From an optimization exercise on the open Yosys and OpenROAD flow, aimed at small area and a short achievable clock period; shortcuts taken in it are not production practice.
At most, simulation tests tie the RTL to the original design; equivalence was not proved.
The RTL of run 2 was laid out without a check of its function.

==> flow/design.v <==
module ChecksumRTL_noparam
(
  input  logic [0:0] clk ,
  input  logic [0:0] reset ,
  input  logic [0:0] recv__en  ,
  input  logic [127:0] recv__msg  ,
  output logic [0:0] recv__rdy  ,
  output logic [0:0] send__en  ,
  output logic [31:0] send__msg  ,
  input  logic [0:0] send__rdy
);
  logic [0:0]  full;
  logic [15:0] sum1_q, sum2_q;
  wire s1, c2;
  csa_fa u_s1 (.a(recv__msg[0]), .b(recv__msg[16]), .c(recv__msg[32]), .s(s1), .co(c2));
  wire s3, c4;
  csa_fa u_s3 (.a(recv__msg[1]), .b(recv__msg[17]), .c(recv__msg[33]), .s(s3), .co(c4));
  wire s5, c6;
  csa_fa u_s5 (.a(recv__msg[2]), .b(recv__msg[18]), .c(recv__msg[34]), .s(s5), .co(c6));
  wire s7, c8;
  csa_fa u_s7 (.a(recv__msg[3]), .b(recv__msg[19]), .c(recv__msg[35]), .s(s7), .co(c8));
  wire s9, c10;
  csa_fa u_s9 (.a(recv__msg[4]), .b(recv__msg[20]), .c(recv__msg[36]), .s(s9), .co(c10));
  wire s11, c12;
  csa_fa u_s11 (.a(recv__msg[5]), .b(recv__msg[21]), .c(recv__msg[37]), .s(s11), .co(c12));
  wire s13, c14;
  csa_fa u_s13 (.a(recv__msg[6]), .b(recv__msg[22]), .c(recv__msg[38]), .s(s13), .co(c14));
  wire s15, c16;
  csa_fa u_s15 (.a(recv__msg[7]), .b(recv__msg[23]), .c(recv__msg[39]), .s(s15), .co(c16));
  wire s17, c18;
  csa_fa u_s17 (.a(recv__msg[8]), .b(recv__msg[24]), .c(recv__msg[40]), .s(s17), .co(c18));
  wire s19, c20;
  csa_fa u_s19 (.a(recv__msg[9]), .b(recv__msg[25]), .c(recv__msg[41]), .s(s19), .co(c20));
  wire s21, c22;
  csa_fa u_s21 (.a(recv__msg[10]), .b(recv__msg[26]), .c(recv__msg[42]), .s(s21), .co(c22));
  wire s23, c24;
  csa_fa u_s23 (.a(recv__msg[11]), .b(recv__msg[27]), .c(recv__msg[43]), .s(s23), .co(c24));
  wire s25, c26;
  csa_fa u_s25 (.a(recv__msg[12]), .b(recv__msg[28]), .c(recv__msg[44]), .s(s25), .co(c26));
  wire s27, c28;
  csa_fa u_s27 (.a(recv__msg[13]), .b(recv__msg[29]), .c(recv__msg[45]), .s(s27), .co(c28));
  wire s29, c30;
  csa_fa u_s29 (.a(recv__msg[14]), .b(recv__msg[30]), .c(recv__msg[46]), .s(s29), .co(c30));
  wire s31;
  assign s31 = recv__msg[15] ^ recv__msg[31] ^ recv__msg[47];
  wire s32, c33;
  csa_fa u_s32 (.a(recv__msg[48]), .b(recv__msg[64]), .c(recv__msg[80]), .s(s32), .co(c33));
  wire s34, c35;
  csa_fa u_s34 (.a(recv__msg[49]), .b(recv__msg[65]), .c(recv__msg[81]), .s(s34), .co(c35));
  wire s36, c37;
  csa_fa u_s36 (.a(recv__msg[50]), .b(recv__msg[66]), .c(recv__msg[82]), .s(s36), .co(c37));
  wire s38, c39;
  csa_fa u_s38 (.a(recv__msg[51]), .b(recv__msg[67]), .c(recv__msg[83]), .s(s38), .co(c39));
  wire s40, c41;
  csa_fa u_s40 (.a(recv__msg[52]), .b(recv__msg[68]), .c(recv__msg[84]), .s(s40), .co(c41));
  wire s42, c43;
  csa_fa u_s42 (.a(recv__msg[53]), .b(recv__msg[69]), .c(recv__msg[85]), .s(s42), .co(c43));
  wire s44, c45;
  csa_fa u_s44 (.a(recv__msg[54]), .b(recv__msg[70]), .c(recv__msg[86]), .s(s44), .co(c45));
  wire s46, c47;
  csa_fa u_s46 (.a(recv__msg[55]), .b(recv__msg[71]), .c(recv__msg[87]), .s(s46), .co(c47));
  wire s48, c49;
  csa_fa u_s48 (.a(recv__msg[56]), .b(recv__msg[72]), .c(recv__msg[88]), .s(s48), .co(c49));
  wire s50, c51;
  csa_fa u_s50 (.a(recv__msg[57]), .b(recv__msg[73]), .c(recv__msg[89]), .s(s50), .co(c51));
  wire s52, c53;
  csa_fa u_s52 (.a(recv__msg[58]), .b(recv__msg[74]), .c(recv__msg[90]), .s(s52), .co(c53));
  wire s54, c55;
  csa_fa u_s54 (.a(recv__msg[59]), .b(recv__msg[75]), .c(recv__msg[91]), .s(s54), .co(c55));
  wire s56, c57;
  csa_fa u_s56 (.a(recv__msg[60]), .b(recv__msg[76]), .c(recv__msg[92]), .s(s56), .co(c57));
  wire s58, c59;
  csa_fa u_s58 (.a(recv__msg[61]), .b(recv__msg[77]), .c(recv__msg[93]), .s(s58), .co(c59));
  wire s60, c61;
  csa_fa u_s60 (.a(recv__msg[62]), .b(recv__msg[78]), .c(recv__msg[94]), .s(s60), .co(c61));
  wire s62;
  assign s62 = recv__msg[63] ^ recv__msg[79] ^ recv__msg[95];
  wire s63, c64;
  csa_fa u_s63 (.a(recv__msg[96]), .b(recv__msg[112]), .c(s1), .s(s63), .co(c64));
  wire s65, c66;
  csa_fa u_s65 (.a(recv__msg[97]), .b(recv__msg[113]), .c(c2), .s(s65), .co(c66));
  wire s67, c68;
  csa_fa u_s67 (.a(c33), .b(s3), .c(s34), .s(s67), .co(c68));
  wire s69, c70;
  csa_fa u_s69 (.a(c64), .b(s65), .c(s67), .s(s69), .co(c70));
  wire s71, c72;
  csa_fa u_s71 (.a(recv__msg[98]), .b(recv__msg[114]), .c(c4), .s(s71), .co(c72));
  wire s73, c74;
  csa_fa u_s73 (.a(c35), .b(s5), .c(s36), .s(s73), .co(c74));
  wire s75, c76;
  csa_fa u_s75 (.a(c66), .b(c68), .c(s71), .s(s75), .co(c76));
  wire s77, c78;
  csa_fa u_s77 (.a(s73), .b(c70), .c(s75), .s(s77), .co(c78));
  wire s79, c80;
  csa_fa u_s79 (.a(recv__msg[99]), .b(recv__msg[115]), .c(c6), .s(s79), .co(c80));
  wire s81, c82;
  csa_fa u_s81 (.a(c37), .b(s7), .c(s38), .s(s81), .co(c82));
  wire s83, c84;
  csa_fa u_s83 (.a(c72), .b(c74), .c(s79), .s(s83), .co(c84));
  wire s85, c86;
  csa_fa u_s85 (.a(s81), .b(c76), .c(s83), .s(s85), .co(c86));
  wire s87, c88;
  csa_fa u_s87 (.a(recv__msg[100]), .b(recv__msg[116]), .c(c8), .s(s87), .co(c88));
  wire s89, c90;
  csa_fa u_s89 (.a(c39), .b(s9), .c(s40), .s(s89), .co(c90));
  wire s91, c92;
  csa_fa u_s91 (.a(c80), .b(c82), .c(s87), .s(s91), .co(c92));
  wire s93, c94;
  csa_fa u_s93 (.a(s89), .b(c84), .c(s91), .s(s93), .co(c94));
  wire s95, c96;
  csa_fa u_s95 (.a(recv__msg[101]), .b(recv__msg[117]), .c(c10), .s(s95), .co(c96));
  wire s97, c98;
  csa_fa u_s97 (.a(c41), .b(s11), .c(s42), .s(s97), .co(c98));
  wire s99, c100;
  csa_fa u_s99 (.a(c88), .b(c90), .c(s95), .s(s99), .co(c100));
  wire s101, c102;
  csa_fa u_s101 (.a(s97), .b(c92), .c(s99), .s(s101), .co(c102));
  wire s103, c104;
  csa_fa u_s103 (.a(recv__msg[102]), .b(recv__msg[118]), .c(c12), .s(s103), .co(c104));
  wire s105, c106;
  csa_fa u_s105 (.a(c43), .b(s13), .c(s44), .s(s105), .co(c106));
  wire s107, c108;
  csa_fa u_s107 (.a(c96), .b(c98), .c(s103), .s(s107), .co(c108));
  wire s109, c110;
  csa_fa u_s109 (.a(s105), .b(c100), .c(s107), .s(s109), .co(c110));
  wire s111, c112;
  csa_fa u_s111 (.a(recv__msg[103]), .b(recv__msg[119]), .c(c14), .s(s111), .co(c112));
  wire s113, c114;
  csa_fa u_s113 (.a(c45), .b(s15), .c(s46), .s(s113), .co(c114));
  wire s115, c116;
  csa_fa u_s115 (.a(c104), .b(c106), .c(s111), .s(s115), .co(c116));
  wire s117, c118;
  csa_fa u_s117 (.a(s113), .b(c108), .c(s115), .s(s117), .co(c118));
  wire s119, c120;
  csa_fa u_s119 (.a(recv__msg[104]), .b(recv__msg[120]), .c(c16), .s(s119), .co(c120));
  wire s121, c122;
  csa_fa u_s121 (.a(c47), .b(s17), .c(s48), .s(s121), .co(c122));
  wire s123, c124;
  csa_fa u_s123 (.a(c112), .b(c114), .c(s119), .s(s123), .co(c124));
  wire s125, c126;
  csa_fa u_s125 (.a(s121), .b(c116), .c(s123), .s(s125), .co(c126));
  wire s127, c128;
  csa_fa u_s127 (.a(recv__msg[105]), .b(recv__msg[121]), .c(c18), .s(s127), .co(c128));
  wire s129, c130;
  csa_fa u_s129 (.a(c49), .b(s19), .c(s50), .s(s129), .co(c130));
  wire s131, c132;
  csa_fa u_s131 (.a(c120), .b(c122), .c(s127), .s(s131), .co(c132));
  wire s133, c134;
  csa_fa u_s133 (.a(s129), .b(c124), .c(s131), .s(s133), .co(c134));
  wire s135, c136;
  csa_fa u_s135 (.a(recv__msg[106]), .b(recv__msg[122]), .c(c20), .s(s135), .co(c136));
  wire s137, c138;
  csa_fa u_s137 (.a(c51), .b(s21), .c(s52), .s(s137), .co(c138));
  wire s139, c140;
  csa_fa u_s139 (.a(c128), .b(c130), .c(s135), .s(s139), .co(c140));
  wire s141, c142;
  csa_fa u_s141 (.a(s137), .b(c132), .c(s139), .s(s141), .co(c142));
  wire s143, c144;
  csa_fa u_s143 (.a(recv__msg[107]), .b(recv__msg[123]), .c(c22), .s(s143), .co(c144));
  wire s145, c146;
  csa_fa u_s145 (.a(c53), .b(s23), .c(s54), .s(s145), .co(c146));
  wire s147, c148;
  csa_fa u_s147 (.a(c136), .b(c138), .c(s143), .s(s147), .co(c148));
  wire s149, c150;
  csa_fa u_s149 (.a(s145), .b(c140), .c(s147), .s(s149), .co(c150));
  wire s151, c152;
  csa_fa u_s151 (.a(recv__msg[108]), .b(recv__msg[124]), .c(c24), .s(s151), .co(c152));
  wire s153, c154;
  csa_fa u_s153 (.a(c55), .b(s25), .c(s56), .s(s153), .co(c154));
  wire s155, c156;
  csa_fa u_s155 (.a(c144), .b(c146), .c(s151), .s(s155), .co(c156));
  wire s157, c158;
  csa_fa u_s157 (.a(s153), .b(c148), .c(s155), .s(s157), .co(c158));
  wire s159, c160;
  csa_fa u_s159 (.a(recv__msg[109]), .b(recv__msg[125]), .c(c26), .s(s159), .co(c160));
  wire s161, c162;
  csa_fa u_s161 (.a(c57), .b(s27), .c(s58), .s(s161), .co(c162));
  wire s163, c164;
  csa_fa u_s163 (.a(c152), .b(c154), .c(s159), .s(s163), .co(c164));
  wire s165, c166;
  csa_fa u_s165 (.a(s161), .b(c156), .c(s163), .s(s165), .co(c166));
  wire s167, c168;
  csa_fa u_s167 (.a(recv__msg[110]), .b(recv__msg[126]), .c(c28), .s(s167), .co(c168));
  wire s169, c170;
  csa_fa u_s169 (.a(c59), .b(s29), .c(s60), .s(s169), .co(c170));
  wire s171, c172;
  csa_fa u_s171 (.a(c160), .b(c162), .c(s167), .s(s171), .co(c172));
  wire s173, c174;
  csa_fa u_s173 (.a(s169), .b(c164), .c(s171), .s(s173), .co(c174));
  wire s175;
  assign s175 = recv__msg[111] ^ recv__msg[127] ^ c30;
  wire s176;
  assign s176 = c61 ^ s31 ^ s62;
  wire s177;
  assign s177 = c168 ^ c170 ^ s175;
  wire s178;
  assign s178 = s176 ^ c172 ^ s177;
  wire g179, p180;
  assign g179 = s32 & s63;
  assign p180 = s32 ^ s63;
  wire g181, p182;
  assign g181 = c78 & s85;
  assign p182 = c78 ^ s85;
  wire g183, p184;
  assign g183 = c86 & s93;
  assign p184 = c86 ^ s93;
  wire g185, p186;
  assign g185 = c94 & s101;
  assign p186 = c94 ^ s101;
  wire g187, p188;
  assign g187 = c102 & s109;
  assign p188 = c102 ^ s109;
  wire g189, p190;
  assign g189 = c110 & s117;
  assign p190 = c110 ^ s117;
  wire g191, p192;
  assign g191 = c118 & s125;
  assign p192 = c118 ^ s125;
  wire g193, p194;
  assign g193 = c126 & s133;
  assign p194 = c126 ^ s133;
  wire g195, p196;
  assign g195 = c134 & s141;
  assign p196 = c134 ^ s141;
  wire g197, p198;
  assign g197 = c142 & s149;
  assign p198 = c142 ^ s149;
  wire g199, p200;
  assign g199 = c150 & s157;
  assign p200 = c150 ^ s157;
  wire g201, p202;
  assign g201 = c158 & s165;
  assign p202 = c158 ^ s165;
  wire g203, p204;
  assign g203 = c166 & s173;
  assign p204 = c166 ^ s173;
  wire g205, p206;
  assign g205 = c174 & s178;
  assign p206 = c174 ^ s178;
  wire [15:0] s1_p = {p206, p204, p202, p200, p198, p196, p194, p192, p190, p188, p186, p184, p182, s77, s69, p180};
  wire s1_G1_1 = 1'b0 | (s1_p[1] & g179);
  wire s1_G1_3 = g181 | (s1_p[3] & 1'b0);
  wire s1_P1_3 = s1_p[3] & s1_p[2];
  wire s1_G1_5 = g185 | (s1_p[5] & g183);
  wire s1_P1_5 = s1_p[5] & s1_p[4];
  wire s1_G1_7 = g189 | (s1_p[7] & g187);
  wire s1_P1_7 = s1_p[7] & s1_p[6];
  wire s1_G1_9 = g193 | (s1_p[9] & g191);
  wire s1_P1_9 = s1_p[9] & s1_p[8];
  wire s1_G1_11 = g197 | (s1_p[11] & g195);
  wire s1_P1_11 = s1_p[11] & s1_p[10];
  wire s1_G1_13 = g201 | (s1_p[13] & g199);
  wire s1_P1_13 = s1_p[13] & s1_p[12];
  wire s1_G1_15 = g205 | (s1_p[15] & g203);
  wire s1_P1_15 = s1_p[15] & s1_p[14];
  wire s1_G2_2 = 1'b0 | (s1_p[2] & s1_G1_1);
  wire s1_G2_3 = s1_G1_3 | (s1_P1_3 & s1_G1_1);
  wire s1_G2_6 = g187 | (s1_p[6] & s1_G1_5);
  wire s1_P2_6 = s1_p[6] & s1_P1_5;
  wire s1_G2_7 = s1_G1_7 | (s1_P1_7 & s1_G1_5);
  wire s1_P2_7 = s1_P1_7 & s1_P1_5;
  wire s1_G2_10 = g195 | (s1_p[10] & s1_G1_9);
  wire s1_P2_10 = s1_p[10] & s1_P1_9;
  wire s1_G2_11 = s1_G1_11 | (s1_P1_11 & s1_G1_9);
  wire s1_P2_11 = s1_P1_11 & s1_P1_9;
  wire s1_G2_14 = g203 | (s1_p[14] & s1_G1_13);
  wire s1_P2_14 = s1_p[14] & s1_P1_13;
  wire s1_G2_15 = s1_G1_15 | (s1_P1_15 & s1_G1_13);
  wire s1_P2_15 = s1_P1_15 & s1_P1_13;
  wire s1_G3_4 = g183 | (s1_p[4] & s1_G2_3);
  wire s1_G3_5 = s1_G1_5 | (s1_P1_5 & s1_G2_3);
  wire s1_G3_6 = s1_G2_6 | (s1_P2_6 & s1_G2_3);
  wire s1_G3_7 = s1_G2_7 | (s1_P2_7 & s1_G2_3);
  wire s1_G3_12 = g199 | (s1_p[12] & s1_G2_11);
  wire s1_P3_12 = s1_p[12] & s1_P2_11;
  wire s1_G3_13 = s1_G1_13 | (s1_P1_13 & s1_G2_11);
  wire s1_P3_13 = s1_P1_13 & s1_P2_11;
  wire s1_G3_14 = s1_G2_14 | (s1_P2_14 & s1_G2_11);
  wire s1_P3_14 = s1_P2_14 & s1_P2_11;
  wire s1_G3_15 = s1_G2_15 | (s1_P2_15 & s1_G2_11);
  wire s1_P3_15 = s1_P2_15 & s1_P2_11;
  wire s1_G4_8 = g191 | (s1_p[8] & s1_G3_7);
  wire s1_G4_9 = s1_G1_9 | (s1_P1_9 & s1_G3_7);
  wire s1_G4_10 = s1_G2_10 | (s1_P2_10 & s1_G3_7);
  wire s1_G4_11 = s1_G2_11 | (s1_P2_11 & s1_G3_7);
  wire s1_G4_12 = s1_G3_12 | (s1_P3_12 & s1_G3_7);
  wire s1_G4_13 = s1_G3_13 | (s1_P3_13 & s1_G3_7);
  wire s1_G4_14 = s1_G3_14 | (s1_P3_14 & s1_G3_7);
  wire s1_G4_15 = s1_G3_15 | (s1_P3_15 & s1_G3_7);
  wire [15:0] s1_r;
  assign s1_r[0] = s1_p[0];
  assign s1_r[1] = s1_p[1] ^ g179;
  assign s1_r[2] = s1_p[2] ^ s1_G1_1;
  assign s1_r[3] = s1_p[3] ^ s1_G2_2;
  assign s1_r[4] = s1_p[4] ^ s1_G2_3;
  assign s1_r[5] = s1_p[5] ^ s1_G3_4;
  assign s1_r[6] = s1_p[6] ^ s1_G3_5;
  assign s1_r[7] = s1_p[7] ^ s1_G3_6;
  assign s1_r[8] = s1_p[8] ^ s1_G3_7;
  assign s1_r[9] = s1_p[9] ^ s1_G4_8;
  assign s1_r[10] = s1_p[10] ^ s1_G4_9;
  assign s1_r[11] = s1_p[11] ^ s1_G4_10;
  assign s1_r[12] = s1_p[12] ^ s1_G4_11;
  assign s1_r[13] = s1_p[13] ^ s1_G4_12;
  assign s1_r[14] = s1_p[14] ^ s1_G4_13;
  assign s1_r[15] = s1_p[15] ^ s1_G4_14;
  wire ni207;
  assign ni207 = ~recv__msg[48];
  wire s208, c209;
  csa_fa u_s208 (.a(recv__msg[16]), .b(ni207), .c(recv__msg[80]), .s(s208), .co(c209));
  wire s210, c211;
  csa_fa u_s210 (.a(recv__msg[17]), .b(recv__msg[32]), .c(recv__msg[81]), .s(s210), .co(c211));
  wire s212, c213;
  csa_fa u_s212 (.a(recv__msg[49]), .b(recv__msg[96]), .c(recv__msg[113]), .s(s212), .co(c213));
  wire ni214;
  assign ni214 = ~s212;
  wire s215, c216;
  csa_fa u_s215 (.a(s210), .b(ni214), .c(c209), .s(s215), .co(c216));
  wire s217, c218;
  csa_fa u_s217 (.a(recv__msg[18]), .b(recv__msg[33]), .c(recv__msg[82]), .s(s217), .co(c218));
  wire s219, c220;
  csa_fa u_s219 (.a(recv__msg[50]), .b(recv__msg[97]), .c(recv__msg[114]), .s(s219), .co(c220));
  wire s221, c222;
  csa_fa u_s221 (.a(c213), .b(s32), .c(s219), .s(s221), .co(c222));
  wire s223, c224;
  csa_fa u_s223 (.a(c211), .b(s217), .c(c216), .s(s223), .co(c224));
  wire s225;
  assign s225 = s221 ^ ~s223;
  wire c226;
  assign c226 = s221 | ~s223;
  wire s227, c228;
  csa_fa u_s227 (.a(recv__msg[19]), .b(recv__msg[34]), .c(recv__msg[83]), .s(s227), .co(c228));
  wire s229, c230;
  csa_fa u_s229 (.a(recv__msg[51]), .b(recv__msg[98]), .c(recv__msg[115]), .s(s229), .co(c230));
  wire s231, c232;
  csa_fa u_s231 (.a(c33), .b(c220), .c(s1), .s(s231), .co(c232));
  wire ni233;
  assign ni233 = ~s34;
  wire s234, c235;
  csa_fa u_s234 (.a(c218), .b(ni233), .c(s227), .s(s234), .co(c235));
  wire s236, c237;
  csa_fa u_s236 (.a(s229), .b(c222), .c(s231), .s(s236), .co(c237));
  wire ni238;
  assign ni238 = ~s236;
  wire s239, c240;
  csa_fa u_s239 (.a(s234), .b(c224), .c(ni238), .s(s239), .co(c240));
  wire s241, c242;
  csa_fa u_s241 (.a(recv__msg[20]), .b(recv__msg[35]), .c(recv__msg[84]), .s(s241), .co(c242));
  wire s243, c244;
  csa_fa u_s243 (.a(recv__msg[52]), .b(recv__msg[99]), .c(recv__msg[116]), .s(s243), .co(c244));
  wire s245, c246;
  csa_fa u_s245 (.a(c2), .b(c35), .c(c230), .s(s245), .co(c246));
  wire s247, c248;
  csa_fa u_s247 (.a(s3), .b(s36), .c(s243), .s(s247), .co(c248));
  wire s249, c250;
  csa_fa u_s249 (.a(c232), .b(s245), .c(s247), .s(s249), .co(c250));
  wire s251, c252;
  csa_fa u_s251 (.a(c228), .b(s241), .c(c235), .s(s251), .co(c252));
  wire ni253;
  assign ni253 = ~s251;
  wire s254, c255;
  csa_fa u_s254 (.a(c237), .b(s249), .c(ni253), .s(s254), .co(c255));
  wire s256, c257;
  csa_fa u_s256 (.a(recv__msg[21]), .b(recv__msg[36]), .c(recv__msg[85]), .s(s256), .co(c257));
  wire s258, c259;
  csa_fa u_s258 (.a(recv__msg[53]), .b(recv__msg[100]), .c(recv__msg[117]), .s(s258), .co(c259));
  wire s260, c261;
  csa_fa u_s260 (.a(c4), .b(c37), .c(c244), .s(s260), .co(c261));
  wire s262, c263;
  csa_fa u_s262 (.a(s5), .b(s38), .c(s258), .s(s262), .co(c263));
  wire s264, c265;
  csa_fa u_s264 (.a(c246), .b(c248), .c(s260), .s(s264), .co(c265));
  wire ni266;
  assign ni266 = ~s262;
  wire s267, c268;
  csa_fa u_s267 (.a(c242), .b(s256), .c(ni266), .s(s267), .co(c268));
  wire ni269;
  assign ni269 = ~c252;
  wire s270, c271;
  csa_fa u_s270 (.a(c250), .b(s264), .c(ni269), .s(s270), .co(c271));
  wire ni272;
  assign ni272 = ~s267;
  wire s273, c274;
  csa_fa u_s273 (.a(ni272), .b(c255), .c(s270), .s(s273), .co(c274));
  wire s275, c276;
  csa_fa u_s275 (.a(recv__msg[22]), .b(recv__msg[37]), .c(recv__msg[86]), .s(s275), .co(c276));
  wire s277, c278;
  csa_fa u_s277 (.a(recv__msg[54]), .b(recv__msg[101]), .c(recv__msg[118]), .s(s277), .co(c278));
  wire s279, c280;
  csa_fa u_s279 (.a(c6), .b(c39), .c(c259), .s(s279), .co(c280));
  wire s281, c282;
  csa_fa u_s281 (.a(s7), .b(s40), .c(s277), .s(s281), .co(c282));
  wire s283, c284;
  csa_fa u_s283 (.a(c261), .b(c263), .c(s279), .s(s283), .co(c284));
  wire ni285;
  assign ni285 = ~s281;
  wire s286, c287;
  csa_fa u_s286 (.a(c257), .b(s275), .c(ni285), .s(s286), .co(c287));
  wire ni288;
  assign ni288 = ~c268;
  wire s289, c290;
  csa_fa u_s289 (.a(c265), .b(s283), .c(ni288), .s(s289), .co(c290));
  wire ni291;
  assign ni291 = ~s286;
  wire s292, c293;
  csa_fa u_s292 (.a(ni291), .b(c271), .c(s289), .s(s292), .co(c293));
  wire s294, c295;
  csa_fa u_s294 (.a(recv__msg[23]), .b(recv__msg[38]), .c(recv__msg[87]), .s(s294), .co(c295));
  wire s296, c297;
  csa_fa u_s296 (.a(recv__msg[55]), .b(recv__msg[102]), .c(recv__msg[119]), .s(s296), .co(c297));
  wire s298, c299;
  csa_fa u_s298 (.a(c8), .b(c41), .c(c278), .s(s298), .co(c299));
  wire s300, c301;
  csa_fa u_s300 (.a(s9), .b(s42), .c(s296), .s(s300), .co(c301));
  wire s302, c303;
  csa_fa u_s302 (.a(c280), .b(c282), .c(s298), .s(s302), .co(c303));
  wire ni304;
  assign ni304 = ~s300;
  wire s305, c306;
  csa_fa u_s305 (.a(c276), .b(s294), .c(ni304), .s(s305), .co(c306));
  wire ni307;
  assign ni307 = ~c287;
  wire s308, c309;
  csa_fa u_s308 (.a(c284), .b(s302), .c(ni307), .s(s308), .co(c309));
  wire ni310;
  assign ni310 = ~s305;
  wire s311, c312;
  csa_fa u_s311 (.a(ni310), .b(c290), .c(s308), .s(s311), .co(c312));
  wire s313, c314;
  csa_fa u_s313 (.a(recv__msg[24]), .b(recv__msg[39]), .c(recv__msg[88]), .s(s313), .co(c314));
  wire s315, c316;
  csa_fa u_s315 (.a(recv__msg[56]), .b(recv__msg[103]), .c(recv__msg[120]), .s(s315), .co(c316));
  wire s317, c318;
  csa_fa u_s317 (.a(c10), .b(c43), .c(c297), .s(s317), .co(c318));
  wire s319, c320;
  csa_fa u_s319 (.a(s11), .b(s44), .c(s315), .s(s319), .co(c320));
  wire s321, c322;
  csa_fa u_s321 (.a(c299), .b(c301), .c(s317), .s(s321), .co(c322));
  wire ni323;
  assign ni323 = ~s319;
  wire s324, c325;
  csa_fa u_s324 (.a(c295), .b(s313), .c(ni323), .s(s324), .co(c325));
  wire ni326;
  assign ni326 = ~c306;
  wire s327, c328;
  csa_fa u_s327 (.a(c303), .b(s321), .c(ni326), .s(s327), .co(c328));
  wire ni329;
  assign ni329 = ~s324;
  wire s330, c331;
  csa_fa u_s330 (.a(ni329), .b(c309), .c(s327), .s(s330), .co(c331));
  wire s332, c333;
  csa_fa u_s332 (.a(recv__msg[25]), .b(recv__msg[40]), .c(recv__msg[89]), .s(s332), .co(c333));
  wire s334, c335;
  csa_fa u_s334 (.a(recv__msg[57]), .b(recv__msg[104]), .c(recv__msg[121]), .s(s334), .co(c335));
  wire s336, c337;
  csa_fa u_s336 (.a(c12), .b(c45), .c(c316), .s(s336), .co(c337));
  wire s338, c339;
  csa_fa u_s338 (.a(s13), .b(s46), .c(s334), .s(s338), .co(c339));
  wire s340, c341;
  csa_fa u_s340 (.a(c318), .b(c320), .c(s336), .s(s340), .co(c341));
  wire ni342;
  assign ni342 = ~s338;
  wire s343, c344;
  csa_fa u_s343 (.a(c314), .b(s332), .c(ni342), .s(s343), .co(c344));
  wire ni345;
  assign ni345 = ~c325;
  wire s346, c347;
  csa_fa u_s346 (.a(c322), .b(s340), .c(ni345), .s(s346), .co(c347));
  wire ni348;
  assign ni348 = ~s343;
  wire s349, c350;
  csa_fa u_s349 (.a(ni348), .b(c328), .c(s346), .s(s349), .co(c350));
  wire s351, c352;
  csa_fa u_s351 (.a(recv__msg[26]), .b(recv__msg[41]), .c(recv__msg[90]), .s(s351), .co(c352));
  wire s353, c354;
  csa_fa u_s353 (.a(recv__msg[58]), .b(recv__msg[105]), .c(recv__msg[122]), .s(s353), .co(c354));
  wire s355, c356;
  csa_fa u_s355 (.a(c14), .b(c47), .c(c335), .s(s355), .co(c356));
  wire s357, c358;
  csa_fa u_s357 (.a(s15), .b(s48), .c(s353), .s(s357), .co(c358));
  wire s359, c360;
  csa_fa u_s359 (.a(c337), .b(c339), .c(s355), .s(s359), .co(c360));
  wire ni361;
  assign ni361 = ~s357;
  wire s362, c363;
  csa_fa u_s362 (.a(c333), .b(s351), .c(ni361), .s(s362), .co(c363));
  wire ni364;
  assign ni364 = ~c344;
  wire s365, c366;
  csa_fa u_s365 (.a(c341), .b(s359), .c(ni364), .s(s365), .co(c366));
  wire ni367;
  assign ni367 = ~s362;
  wire s368, c369;
  csa_fa u_s368 (.a(ni367), .b(c347), .c(s365), .s(s368), .co(c369));
  wire s370, c371;
  csa_fa u_s370 (.a(recv__msg[27]), .b(recv__msg[42]), .c(recv__msg[91]), .s(s370), .co(c371));
  wire s372, c373;
  csa_fa u_s372 (.a(recv__msg[59]), .b(recv__msg[106]), .c(recv__msg[123]), .s(s372), .co(c373));
  wire s374, c375;
  csa_fa u_s374 (.a(c16), .b(c49), .c(c354), .s(s374), .co(c375));
  wire s376, c377;
  csa_fa u_s376 (.a(s17), .b(s50), .c(s372), .s(s376), .co(c377));
  wire s378, c379;
  csa_fa u_s378 (.a(c356), .b(c358), .c(s374), .s(s378), .co(c379));
  wire ni380;
  assign ni380 = ~s376;
  wire s381, c382;
  csa_fa u_s381 (.a(c352), .b(s370), .c(ni380), .s(s381), .co(c382));
  wire ni383;
  assign ni383 = ~c363;
  wire s384, c385;
  csa_fa u_s384 (.a(c360), .b(s378), .c(ni383), .s(s384), .co(c385));
  wire ni386;
  assign ni386 = ~s381;
  wire s387, c388;
  csa_fa u_s387 (.a(ni386), .b(c366), .c(s384), .s(s387), .co(c388));
  wire s389, c390;
  csa_fa u_s389 (.a(recv__msg[28]), .b(recv__msg[43]), .c(recv__msg[92]), .s(s389), .co(c390));
  wire s391, c392;
  csa_fa u_s391 (.a(recv__msg[60]), .b(recv__msg[107]), .c(recv__msg[124]), .s(s391), .co(c392));
  wire s393, c394;
  csa_fa u_s393 (.a(c18), .b(c51), .c(c373), .s(s393), .co(c394));
  wire s395, c396;
  csa_fa u_s395 (.a(s19), .b(s52), .c(s391), .s(s395), .co(c396));
  wire s397, c398;
  csa_fa u_s397 (.a(c375), .b(c377), .c(s393), .s(s397), .co(c398));
  wire ni399;
  assign ni399 = ~s395;
  wire s400, c401;
  csa_fa u_s400 (.a(c371), .b(s389), .c(ni399), .s(s400), .co(c401));
  wire ni402;
  assign ni402 = ~c382;
  wire s403, c404;
  csa_fa u_s403 (.a(c379), .b(s397), .c(ni402), .s(s403), .co(c404));
  wire ni405;
  assign ni405 = ~s400;
  wire s406, c407;
  csa_fa u_s406 (.a(ni405), .b(c385), .c(s403), .s(s406), .co(c407));
  wire s408, c409;
  csa_fa u_s408 (.a(recv__msg[29]), .b(recv__msg[44]), .c(recv__msg[93]), .s(s408), .co(c409));
  wire s410, c411;
  csa_fa u_s410 (.a(recv__msg[61]), .b(recv__msg[108]), .c(recv__msg[125]), .s(s410), .co(c411));
  wire s412, c413;
  csa_fa u_s412 (.a(c20), .b(c53), .c(c392), .s(s412), .co(c413));
  wire s414, c415;
  csa_fa u_s414 (.a(s21), .b(s54), .c(s410), .s(s414), .co(c415));
  wire s416, c417;
  csa_fa u_s416 (.a(c394), .b(c396), .c(s412), .s(s416), .co(c417));
  wire ni418;
  assign ni418 = ~s414;
  wire s419, c420;
  csa_fa u_s419 (.a(c390), .b(s408), .c(ni418), .s(s419), .co(c420));
  wire ni421;
  assign ni421 = ~c401;
  wire s422, c423;
  csa_fa u_s422 (.a(c398), .b(s416), .c(ni421), .s(s422), .co(c423));
  wire ni424;
  assign ni424 = ~s419;
  wire s425, c426;
  csa_fa u_s425 (.a(ni424), .b(c404), .c(s422), .s(s425), .co(c426));
  wire s427, c428;
  csa_fa u_s427 (.a(recv__msg[30]), .b(recv__msg[45]), .c(recv__msg[94]), .s(s427), .co(c428));
  wire s429, c430;
  csa_fa u_s429 (.a(recv__msg[62]), .b(recv__msg[109]), .c(recv__msg[126]), .s(s429), .co(c430));
  wire s431, c432;
  csa_fa u_s431 (.a(c22), .b(c55), .c(c411), .s(s431), .co(c432));
  wire s433, c434;
  csa_fa u_s433 (.a(s23), .b(s56), .c(s429), .s(s433), .co(c434));
  wire s435, c436;
  csa_fa u_s435 (.a(c413), .b(c415), .c(s431), .s(s435), .co(c436));
  wire ni437;
  assign ni437 = ~s433;
  wire s438, c439;
  csa_fa u_s438 (.a(c409), .b(s427), .c(ni437), .s(s438), .co(c439));
  wire ni440;
  assign ni440 = ~c420;
  wire s441, c442;
  csa_fa u_s441 (.a(c417), .b(s435), .c(ni440), .s(s441), .co(c442));
  wire ni443;
  assign ni443 = ~s438;
  wire s444, c445;
  csa_fa u_s444 (.a(ni443), .b(c423), .c(s441), .s(s444), .co(c445));
  wire s446;
  assign s446 = recv__msg[31] ^ recv__msg[46] ^ recv__msg[95];
  wire s447;
  assign s447 = recv__msg[63] ^ recv__msg[110] ^ recv__msg[127];
  wire s448;
  assign s448 = c24 ^ c57 ^ c430;
  wire s449;
  assign s449 = s25 ^ s58 ^ s447;
  wire s450;
  assign s450 = c432 ^ c434 ^ s448;
  wire s451;
  assign s451 = c428 ^ s446 ^ s449;
  wire s452;
  assign s452 = c436 ^ s450 ^ s451;
  wire s453;
  assign s453 = c439 ^ s452 ^ c442;
  wire g454, p455;
  assign g454 = recv__msg[112] & ~s208;
  assign p455 = recv__msg[112] ^ ~s208;
  wire g456, p457;
  assign g456 = c226 & ~s239;
  assign p457 = c226 ^ ~s239;
  wire g458, p459;
  assign g458 = ~c240 & s254;
  assign p459 = ~c240 ^ s254;
  wire g460, p461;
  assign g460 = c274 & s292;
  assign p461 = c274 ^ s292;
  wire g462, p463;
  assign g462 = c293 & s311;
  assign p463 = c293 ^ s311;
  wire g464, p465;
  assign g464 = c312 & s330;
  assign p465 = c312 ^ s330;
  wire g466, p467;
  assign g466 = c331 & s349;
  assign p467 = c331 ^ s349;
  wire g468, p469;
  assign g468 = c350 & s368;
  assign p469 = c350 ^ s368;
  wire g470, p471;
  assign g470 = c369 & s387;
  assign p471 = c369 ^ s387;
  wire g472, p473;
  assign g472 = c388 & s406;
  assign p473 = c388 ^ s406;
  wire g474, p475;
  assign g474 = c407 & s425;
  assign p475 = c407 ^ s425;
  wire g476, p477;
  assign g476 = c426 & s444;
  assign p477 = c426 ^ s444;
  wire g478, p479;
  assign g478 = ~s453 & c445;
  assign p479 = ~s453 ^ c445;
  wire [15:0] s2_p = {p479, p477, p475, p473, p471, p469, p467, p465, p463, p461, s273, p459, p457, ~s225, ~s215, p455};
  wire s2_G1_1 = 1'b0 | (s2_p[1] & g454);
  wire s2_G1_3 = g456 | (s2_p[3] & 1'b0);
  wire s2_P1_3 = s2_p[3] & s2_p[2];
  wire s2_G1_5 = 1'b0 | (s2_p[5] & g458);
  wire s2_P1_5 = s2_p[5] & s2_p[4];
  wire s2_G1_7 = g462 | (s2_p[7] & g460);
  wire s2_P1_7 = s2_p[7] & s2_p[6];
  wire s2_G1_9 = g466 | (s2_p[9] & g464);
  wire s2_P1_9 = s2_p[9] & s2_p[8];
  wire s2_G1_11 = g470 | (s2_p[11] & g468);
  wire s2_P1_11 = s2_p[11] & s2_p[10];
  wire s2_G1_13 = g474 | (s2_p[13] & g472);
  wire s2_P1_13 = s2_p[13] & s2_p[12];
  wire s2_G1_15 = g478 | (s2_p[15] & g476);
  wire s2_P1_15 = s2_p[15] & s2_p[14];
  wire s2_G2_2 = 1'b0 | (s2_p[2] & s2_G1_1);
  wire s2_G2_3 = s2_G1_3 | (s2_P1_3 & s2_G1_1);
  wire s2_G2_6 = g460 | (s2_p[6] & s2_G1_5);
  wire s2_P2_6 = s2_p[6] & s2_P1_5;
  wire s2_G2_7 = s2_G1_7 | (s2_P1_7 & s2_G1_5);
  wire s2_P2_7 = s2_P1_7 & s2_P1_5;
  wire s2_G2_10 = g468 | (s2_p[10] & s2_G1_9);
  wire s2_P2_10 = s2_p[10] & s2_P1_9;
  wire s2_G2_11 = s2_G1_11 | (s2_P1_11 & s2_G1_9);
  wire s2_P2_11 = s2_P1_11 & s2_P1_9;
  wire s2_G2_14 = g476 | (s2_p[14] & s2_G1_13);
  wire s2_P2_14 = s2_p[14] & s2_P1_13;
  wire s2_G2_15 = s2_G1_15 | (s2_P1_15 & s2_G1_13);
  wire s2_P2_15 = s2_P1_15 & s2_P1_13;
  wire s2_G3_4 = g458 | (s2_p[4] & s2_G2_3);
  wire s2_G3_5 = s2_G1_5 | (s2_P1_5 & s2_G2_3);
  wire s2_G3_6 = s2_G2_6 | (s2_P2_6 & s2_G2_3);
  wire s2_G3_7 = s2_G2_7 | (s2_P2_7 & s2_G2_3);
  wire s2_G3_12 = g472 | (s2_p[12] & s2_G2_11);
  wire s2_P3_12 = s2_p[12] & s2_P2_11;
  wire s2_G3_13 = s2_G1_13 | (s2_P1_13 & s2_G2_11);
  wire s2_P3_13 = s2_P1_13 & s2_P2_11;
  wire s2_G3_14 = s2_G2_14 | (s2_P2_14 & s2_G2_11);
  wire s2_P3_14 = s2_P2_14 & s2_P2_11;
  wire s2_G3_15 = s2_G2_15 | (s2_P2_15 & s2_G2_11);
  wire s2_P3_15 = s2_P2_15 & s2_P2_11;
  wire s2_G4_8 = g464 | (s2_p[8] & s2_G3_7);
  wire s2_G4_9 = s2_G1_9 | (s2_P1_9 & s2_G3_7);
  wire s2_G4_10 = s2_G2_10 | (s2_P2_10 & s2_G3_7);
  wire s2_G4_11 = s2_G2_11 | (s2_P2_11 & s2_G3_7);
  wire s2_G4_12 = s2_G3_12 | (s2_P3_12 & s2_G3_7);
  wire s2_G4_13 = s2_G3_13 | (s2_P3_13 & s2_G3_7);
  wire s2_G4_14 = s2_G3_14 | (s2_P3_14 & s2_G3_7);
  wire s2_G4_15 = s2_G3_15 | (s2_P3_15 & s2_G3_7);
  wire [15:0] s2_r;
  assign s2_r[0] = s2_p[0];
  assign s2_r[1] = s2_p[1] ^ g454;
  assign s2_r[2] = s2_p[2] ^ s2_G1_1;
  assign s2_r[3] = s2_p[3] ^ s2_G2_2;
  assign s2_r[4] = s2_p[4] ^ s2_G2_3;
  assign s2_r[5] = s2_p[5] ^ s2_G3_4;
  assign s2_r[6] = s2_p[6] ^ s2_G3_5;
  assign s2_r[7] = s2_p[7] ^ s2_G3_6;
  assign s2_r[8] = s2_p[8] ^ s2_G3_7;
  assign s2_r[9] = s2_p[9] ^ s2_G4_8;
  assign s2_r[10] = s2_p[10] ^ s2_G4_9;
  assign s2_r[11] = s2_p[11] ^ s2_G4_10;
  assign s2_r[12] = s2_p[12] ^ s2_G4_11;
  assign s2_r[13] = s2_p[13] ^ s2_G4_12;
  assign s2_r[14] = s2_p[14] ^ s2_G4_13;
  assign s2_r[15] = s2_p[15] ^ s2_G4_14;
  assign send__en  = full & ~reset & send__rdy;
  assign recv__rdy = ~reset & (~full | send__en);
  always_ff @(posedge clk) begin
    full <= ~reset & (recv__en | (full & ~send__en));
    if (recv__en) begin
      sum1_q <= s1_r;
      sum2_q <= s2_r;
    end
  end
  assign send__msg = {sum2_q, sum1_q};
endmodule
module csa_fa (input logic a, input logic b, input logic c, output logic s, output logic co);
  assign s  = a ^ b ^ c;
  assign co = (a & b) | (a & c) | (b & c);
endmodule
==> flow/run.sh <==
#!/bin/bash
# synth_recipe.tcl (not shown) runs the flow's synth.tcl, then flattens the netlist and writes it again
# the make line also repeats each setting of config.mk as NAME=value (left out here)
make -C /OpenROAD-flow-scripts/flow DESIGN_CONFIG=/design/flow/config.mk WORK_HOME=/design/flow/orfs CLKGATE_MAP_FILE= SYNTH_SCRIPT=/design/flow/synth_recipe.tcl finish
==> flow/config.mk <==
export PLATFORM = sky130hd
export DESIGN_NAME = ChecksumRTL_noparam
export DESIGN_NICKNAME = ChecksumRTL_noparam
export VERILOG_FILES = /design/flow/design.v
export SDC_FILE = /design/flow/constraint.sdc
export NUM_CORES = 4
export LEC_CHECK = 0
export CAP_MARGIN = 20
export CORE_MARGIN = 2
export CORE_UTILIZATION = 40
export CTS_BUF_LIST = sky130_fd_sc_hd__clkbuf_8
export CTS_CLUSTER_DIAMETER = 200
export CTS_CLUSTER_SIZE = 40
export SLEW_MARGIN = 20
export SYNTH_HIERARCHICAL = 1
==> flow/constraint.sdc <==
create_clock -name core_clock -period 16.0 [get_ports {clk}]
set_input_delay 3.2000 -clock core_clock [delete_from_list [all_inputs] [get_ports {clk}]]
set_output_delay 3.2000 -clock core_clock [all_outputs]
set_load 0.01 [all_outputs]
==> results of run 1 <==
==> final cells by class <==
type                    count  area [um2]  share of cell area
well taps                 211         264              0.0319
inverters                  54         203              0.0245
multi-input cells         347        5070               0.613
clock buffers               5        68.8             0.00832
repair buffers            166        1660               0.201
clock inverters             3        22.5             0.00272
flip-flops and latches     33         981               0.119
==> routing by layer <==
layer  vias to the layer above  global-route usage
li1                       1723                   -
met4                         0              0.0243
met5                         -                   0
met3                        12              0.0260
met1                      1917               0.231
met2                       117               0.333
==> kinds of logic after synthesis <==
logic type	share of synthesized area
flops	0.157
buf+inv	0.0324
simple gates	0.0368
compound gates	0.0400
xor+xnor	0.0630
fa+ha+maj	0.671
==> state kept, by name (all words and copies together) (netlist names) <==
signal and flops:
sum2_q 16, sum1_q 16, full 1
==> worst paths after layout <==
kind | depth (start not counted) | startpoint | slack (ns) | endpoint
worst max register to register | 3 | full$_DFF_P_ | 15.30 | full$_DFF_P_
worst min register to register | 3 | full$_DFF_P_ | 0.61 | full$_DFF_P_
worst min-delay path | 3 | full$_DFF_P_ | 0.61 | full$_DFF_P_
worst max-delay path | 15 | recv__msg[21] | 8.42 | sum2_q[15]$_DFFE_PP_
==> Yosys stat by module, one instance, submodules excluded <==
module / times used / cells inside
ChecksumRTL_noparam: 1 / 247
csa_fa: 187 / 1
==> worst min-delay path, stage by stage, from the launching register on <==
cell and delay [ns]:
dfxtp_1 0.31, nor2b_1 0.14, nor2_1 0.09, nor2_1 0.04
==> Yosys cell counts <==
cell / n / area share
nand2_1: 9 / 0.0054
a41oi_1: 1 / 0.0014
nor2_1: 17 / 0.010
inv_1: 54 / 0.032
o21a_1: 3 / 0.0036
edfxtp_1: 32 / 0.15
o21ai_0: 5 / 0.0040
a31oi_1: 3 / 0.0030
o2111ai_2: 1 / 0.0024
xor2_1: 9 / 0.013
a21oi_1: 9 / 0.0072
o2111ai_1: 1 / 0.0014
fa_1: 191 / 0.61
dfxtp_1: 1 / 0.0032
and3_1: 1 / 0.0010
nor4_1: 1 / 0.0010
or2_2: 3 / 0.0030
a21boi_0: 1 / 0.0012
a31oi_4: 1 / 0.0034
nand2b_1: 1 / 0.0010
nor3_1: 3 / 0.0024
o311ai_2: 1 / 0.0026
a21oi_2: 1 / 0.0014
nor2b_1: 3 / 0.0030
a311oi_2: 1 / 0.0024
xnor2_1: 36 / 0.050
nand4_1: 1 / 0.0010
nand3_1: 4 / 0.0032
o211ai_1: 2 / 0.0024
and2_1: 2 / 0.0020
ha_1: 30 / 0.060
a21bo_2: 1 / 0.0016
and3b_1: 1 / 0.0014
o31ai_1: 1 / 0.0012
and2_2: 1 / 0.0012
or2_1: 1 / 0.0010
o21ai_1: 1 / 0.00080
==> through the flow <==
step,worst slack (ns),hold slack (ns)
final,8.42,0.612
after floorplan,8.87,0.568
after global routing,8.22,0.668
after CTS,8.39,0.619
after detailed placement,8.09,0.609
after global placement,8.12,0.585
==> qor.yml, run 1 <==
rows: 45
crit_chain: "clkdlybuf4s50_1 -> fa_1 -> fa_1 -> inv_1 -> fa_1 -> inv_1 -> fa_1 -> fa_1 -> ha_1 -> o21a_1 -> o2111ai_1 -> a21oi_1 -> a21bo_2 -> a311oi_2 -> xor2_1"
placed_cells: 811
synth.cell_area_um2: 6260
post_drt_wl_per_cell_um: 16.6
cts_hold_buf: 0
core-area_um2: 15300
met3_length_um: 664
setup_violations: 0
vias: 3769
start_kind: "input pin"
maxSlewViolCount: 0
area_growth_pct: 32.2
ys_warn_count: 7
top_layer: "met4"
ys_ff_latch: 33
fin_cells: 819
cp_common_cell: "fa_1"
tightest_slew_ns: 0.416
ys_seq_area_frac: 0.157
crit_fanout: 5
post_cts_buffers: 0
grt_pass1_wl_mm: 23.0
grt_overflow: 0
via_per_inst: 4.60
numPortBuffers: 165
cts_tree: "done"
cts_buffer_depth: 2
hold_violations: 0
dr.first_iter.drc_count: 85
final_cell_mix: "fa_1 (191), clkdlybuf4s50_1 (165), inv_1 (54)"
status: "complete, no violations"
routabilityCongestion: 0.800
worstPathArrival_ns: 7.62
tns_ns: 0
cap_violations: 0
cp-end-kind: "flip-flop"
layout_commonest_cell: "fa_1"
syn_area_per_cell_um2: 14.4
start_util: 0.410
crit_slowest_cell: "fa_1"
dp_hpwl_mm: 13.1
ys_types: 37
wl_met2_mm: 7.13
htree_num_levels: 2
fin_nets: 960
fin_crit_sh: 0.474
skew_ns: 0
antenna_found_initial: 0
root_buffer: "clkbuf_8"
fill_cells: 1302
crit_required_ns: 16.03
critPathKind: "in -> reg"
firstDrtPassIters: 4
crit_buf_inv: 3
max_stage_delay_ns: 0.56
grt_pass1_vias: 4729
post-route-util: 0.542
cts_made_buffers: 5
postSynthCellCount: 434
die-area_um2: 16700
syn_nets: 787
ant_nets: 0
wl_met1_mm: 5.67
drc_errors: 0
hp-class: "reg -> reg"
cts_resized: 0
drive_gt1_frac: 0.0313
io_pins: 166
track_usage: 0.180
rsz0062_at_grt: "no"
die_h_um: 129
grt_max_degree: 34
path_clk_slew_ns: 0.07
post-route-cell-area_um2: 8270
fp.dieW_um: 129
wirelength_mm: 13.6
max_slew_margin: 0.723
fmax_mhz: 132
placed_area_um2: 8180
clock_latency_ns: 0.28
fin_crit_ns: 7.58
clock-sinks: 33
antenna_cells: 0
crit_family: "adder cells"
==> inputs of run 2 (changes only) <==
==> flow/design.v (replaced) <==
module ChecksumRTL_noparam
(
  input  logic [0:0] clk ,
  input  logic [0:0] reset ,
  input  logic [0:0] recv__en  ,
  input  logic [127:0] recv__msg  ,
  output logic [0:0] recv__rdy  ,
  output logic [0:0] send__en  ,
  output logic [31:0] send__msg  ,
  input  logic [0:0] send__rdy
);
  logic [0:0]  full;
  logic [15:0] sum1_q, sum2_q;
  logic [15:0] s1, s2;
  always_comb begin
    s1 = 16'd0;
    s2 = 16'd0;
    for (int k = 0; k < 8; k = k + 1) begin
      s1 = s1 + recv__msg[16*k +: 16];
      s2 = s2 + s1;
    end
  end
  assign send__en  = full & ~reset & send__rdy;
  assign recv__rdy = ~reset & (~full | send__en);
  always_ff @(posedge clk) begin
    full <= ~reset & (recv__en | (full & ~send__en));
    if (recv__en) begin
      sum1_q <= s1;
      sum2_q <= s2;
    end
  end
  assign send__msg = {sum2_q, sum1_q};
endmodule
--- a/flow/config.mk
+++ b/flow/config.mk
@@ -8,8 +8,4 @@
 export CAP_MARGIN = 20
 export CORE_MARGIN = 2
 export CORE_UTILIZATION = 40
-export CTS_BUF_LIST = sky130_fd_sc_hd__clkbuf_8
-export CTS_CLUSTER_DIAMETER = 200
-export CTS_CLUSTER_SIZE = 40
 export SLEW_MARGIN = 20
-export SYNTH_HIERARCHICAL = 1
==> run 2 against run 1 <==
Still clean. Register-to-register slack is essentially flat. First-iteration DRC count grew to 2.8 times the previous value. Sequential cell count is the same. Clock skew is the same. Synthesized cell count grew 120%. Non-clock buffer count shrank 1. Core utilization shrank 3.5 points. Cell count grew 74%. Worst setup slack lost 7.5 ns. Critical path depth grew 34. Sequential share of layout area shrank 2.6 points. Critical path type unchanged.
==> qor.yml, run 2 <==
status: "complete, no violations"  # unchanged
ys_seq_area_frac: 0.115  # was 0.157
postSynthCellCount: 974  # was 434
path_clk_slew_ns: 0.06  # was 0.07 ns
largestRegisters: "sum1_q x16, sum2_q x16, full x1"  # unchanged
tns_ns: 0  # unchanged
drive_gt1_frac: 0.0236  # was 0.0313
numPortBuffers: 165  # unchanged
fmax_mhz: 66.4  # was 132 MHz
fin_crit_sh: 0.941  # was 0.474
skew_ns: 0  # unchanged
max_stage_delay_ns: 0.49  # was 0.56 ns
multi_input_area_um2: 6800  # was 5070 um2
synth_top_area_cell: "fa_1"  # unchanged
via_per_inst: 4.98  # was 4.60
post_cts_buffers: 0  # unchanged
crit_fanout: 7  # was 5
drc_errors: 0  # unchanged
holdWs_ns: 0.603  # was 0.612 ns
ys_warn_count: 1  # was 7
wirelength_mm: 22.2  # was 13.6 mm
io_pins: 166  # unchanged
fin_nets: 1498  # was 960
clock-sinks: 33  # unchanged
start_kind: "input pin"  # unchanged
netlist_top_cells_count: "inv_1 (190), ha_1 (129), fa_1 (92)"  # was fa_1 (191), inv_1 (54), xnor2_1 (36)
layout_commonest_cell: "inv_1"  # was fa_1
core-area_um2: 21000  # was 15,300 um2
antenna_found_initial: 0  # unchanged
fin_crit_ns: 15.06  # was 7.58 ns
fill_cells: 2015  # was 1,302
hold_violations: 0  # unchanged
firstDrtPassIters: 4  # unchanged
wl_met2_mm: 10.9  # was 7.13 mm
placed_area_um2: 10500  # was 8180 um2
htree_num_levels: 2  # unchanged
grt_overflow: 0  # unchanged
grt_pass1_wl_mm: 36.2  # was 23.0 mm
ys_ff_latch: 33  # unchanged
grt_max_degree: 34  # unchanged
met3_length_mm: 1.06  # was 664 um
top_layer: "met4"  # unchanged
die_h_um: 150  # was 129 um
vias: 7074  # was 3,769
crit_required_ns: 16.04  # was 16.03 ns
cap_violations: 0  # unchanged
setup_violations: 0  # unchanged
seq_area_um2: 981  # unchanged
ys_top_cells_by_area: "fa_1 (22%), ha_1 (19%), edfxtp_1 (11%), xnor2_1 (8.7%), inv_1 (8.4%)"  # was fa_1 (61%), edfxtp_1 (15%), ha_1 (6.0%), xnor2_1 (5.0%), inv_1 (3.2%)
post-route-cell-area_um2: 10600  # was 8270 um2
worstPathArrival_ns: 15.10  # was 7.62 ns
area_growth_pct: 25.1  # was 32.2%
hp-class: "reg -> reg"  # unchanged
cp_common_cell: "xnor2_1"  # was fa_1
synth_edf_count: 32  # unchanged
ys_types: 55  # was 37
synth.top_cell.area_share: 0.217  # was 0.611
syn_nets: 1327  # was 787
synth_flop_cell: "edfxtp_1"  # unchanged
track_usage: 0.211  # was 0.180
yosysMostFrequentCell: "inv_1"  # was fa_1
root_buffer: "clkbuf_16"  # was clkbuf_8
dr.first_iter.drc_count: 242  # was 85
cts_hold_buf: 0  # unchanged
die-area_um2: 22400  # was 16,700 um2
crit_slowest_cell: "fa_1"  # unchanged
cts_resized: 0  # unchanged
final_cell_mix: "inv_1 (190), clkdlybuf4s50_1 (164), ha_1 (129)"  # was fa_1 (191), clkdlybuf4s50_1 (165), inv_1 (54)
post_drt_wl_per_cell_um: 15.6  # was 16.6 um
ant_nets: 0  # unchanged
cts_made_buffers: 5  # unchanged
clock_latency_ns: 0.29  # was 0.28 ns
cp-end-kind: "flip-flop"  # unchanged
routabilityCongestion: 0.855  # was 0.800
syn_area_per_cell_um2: 8.72  # was 14.4 um2
critPathKind: "in -> reg"  # unchanged
cts_tree: "done"  # unchanged
fp.dieW_um: 150  # was 129 um
rsz0062_at_grt: "no"  # unchanged
rows: 53  # was 45
grt_pass1_vias: 7262  # was 4,729
wl_met1_mm: 9.68  # was 5.67 mm
antenna_cells: 0  # unchanged
tightest_slew_ns: 0.916  # was 0.416 ns
cts_buffer_depth: 2  # unchanged
start_util: 0.405  # was 0.410
max_slew_margin: 0.389  # was 0.723
dp_hpwl_mm: 19.6  # was 13.1 mm
synth.cell_area_um2: 8500  # was 6260 um2
maxSlewViolCount: 0  # unchanged
post-route-util: 0.507  # was 0.542
async_flop_share: 0  # unchanged
[run 2: cell types whose count changed after synthesis, moves of 13 or more]
cell,previous run,this run
nand2_1,9,51
inv_1,54,190
a21o_1,0,22
fa_1,191,92
nor2_1,17,67
xnor2_1,36,84
nor3_1,3,27
a21oi_1,9,59
a21boi_0,1,14
o21ai_0,5,43
ha_1,30,129
xor2_1,9,26
[run 2: per-stage QoR]
step / std cells / setup slack [ns]
global placement: 1413 / 0.785
CTS: 1421 / 0.851
floorplan: 974 / 2.41
finish: 1421 / 0.940
global route: 1421 / 0.0738
detailed placement: 1413 / 0.573
[run 2: cell type report]
class | instances | share of cell area
clock inverter | 2 | 0.000942
multi-input combinational | 750 | 0.640
tap | 275 | 0.0324
clock buffer | 6 | 0.0121
inverter | 190 | 0.0671
timing repair buffer | 165 | 0.155
sequential | 33 | 0.0923
[run 2: logic make-up after synthesis]
logic type / after synthesis / share of synthesized area
AND/OR/NAND/NOR: 211 / 0.116
adder cells (fa/ha/maj): 221 / 0.407
multiplexers: 2 / 0.00236
XOR/XNOR: 113 / 0.121
buffers and inverters: 191 / 0.0844
AO/OA/AOI/OAI: 203 / 0.154
flip-flops: 33 / 0.115
[run 2: worst paths after layout]
| path | start | endpoint | slack (ns) | cells after the start |
|---|---|---|---|---|
| setup reg to reg | full$_DFF_P_ | full$_DFF_P_ | 15.29 | 3 |
| hold / removal | full$_DFF_P_ | full$_DFF_P_ | 0.60 | 3 |
| hold reg to reg | full$_DFF_P_ | full$_DFF_P_ | 0.60 | 3 |
| setup / recovery | recv__msg[0] | sum2_q[15]$_DFFE_PP_ | 0.94 | 49 |
[run 2: per-layer routing]
metal,vias to the layer above,global-route usage
met1,3283,0.268
met3,25,0.0274
met5,-,0
met2,176,0.373
li1,3590,-
met4,0,0.0618
[run 2: worst max-delay path, delay by kind of cell]
family,cells,cell delay [ns]
adders and majority gates,12,4.49
and+or+nand+nor,12,2.78
AOI/OAI and AO/OA,14,2.57
xor gates and xnor gates,8,1.46
buffers and inverters,3,0.60
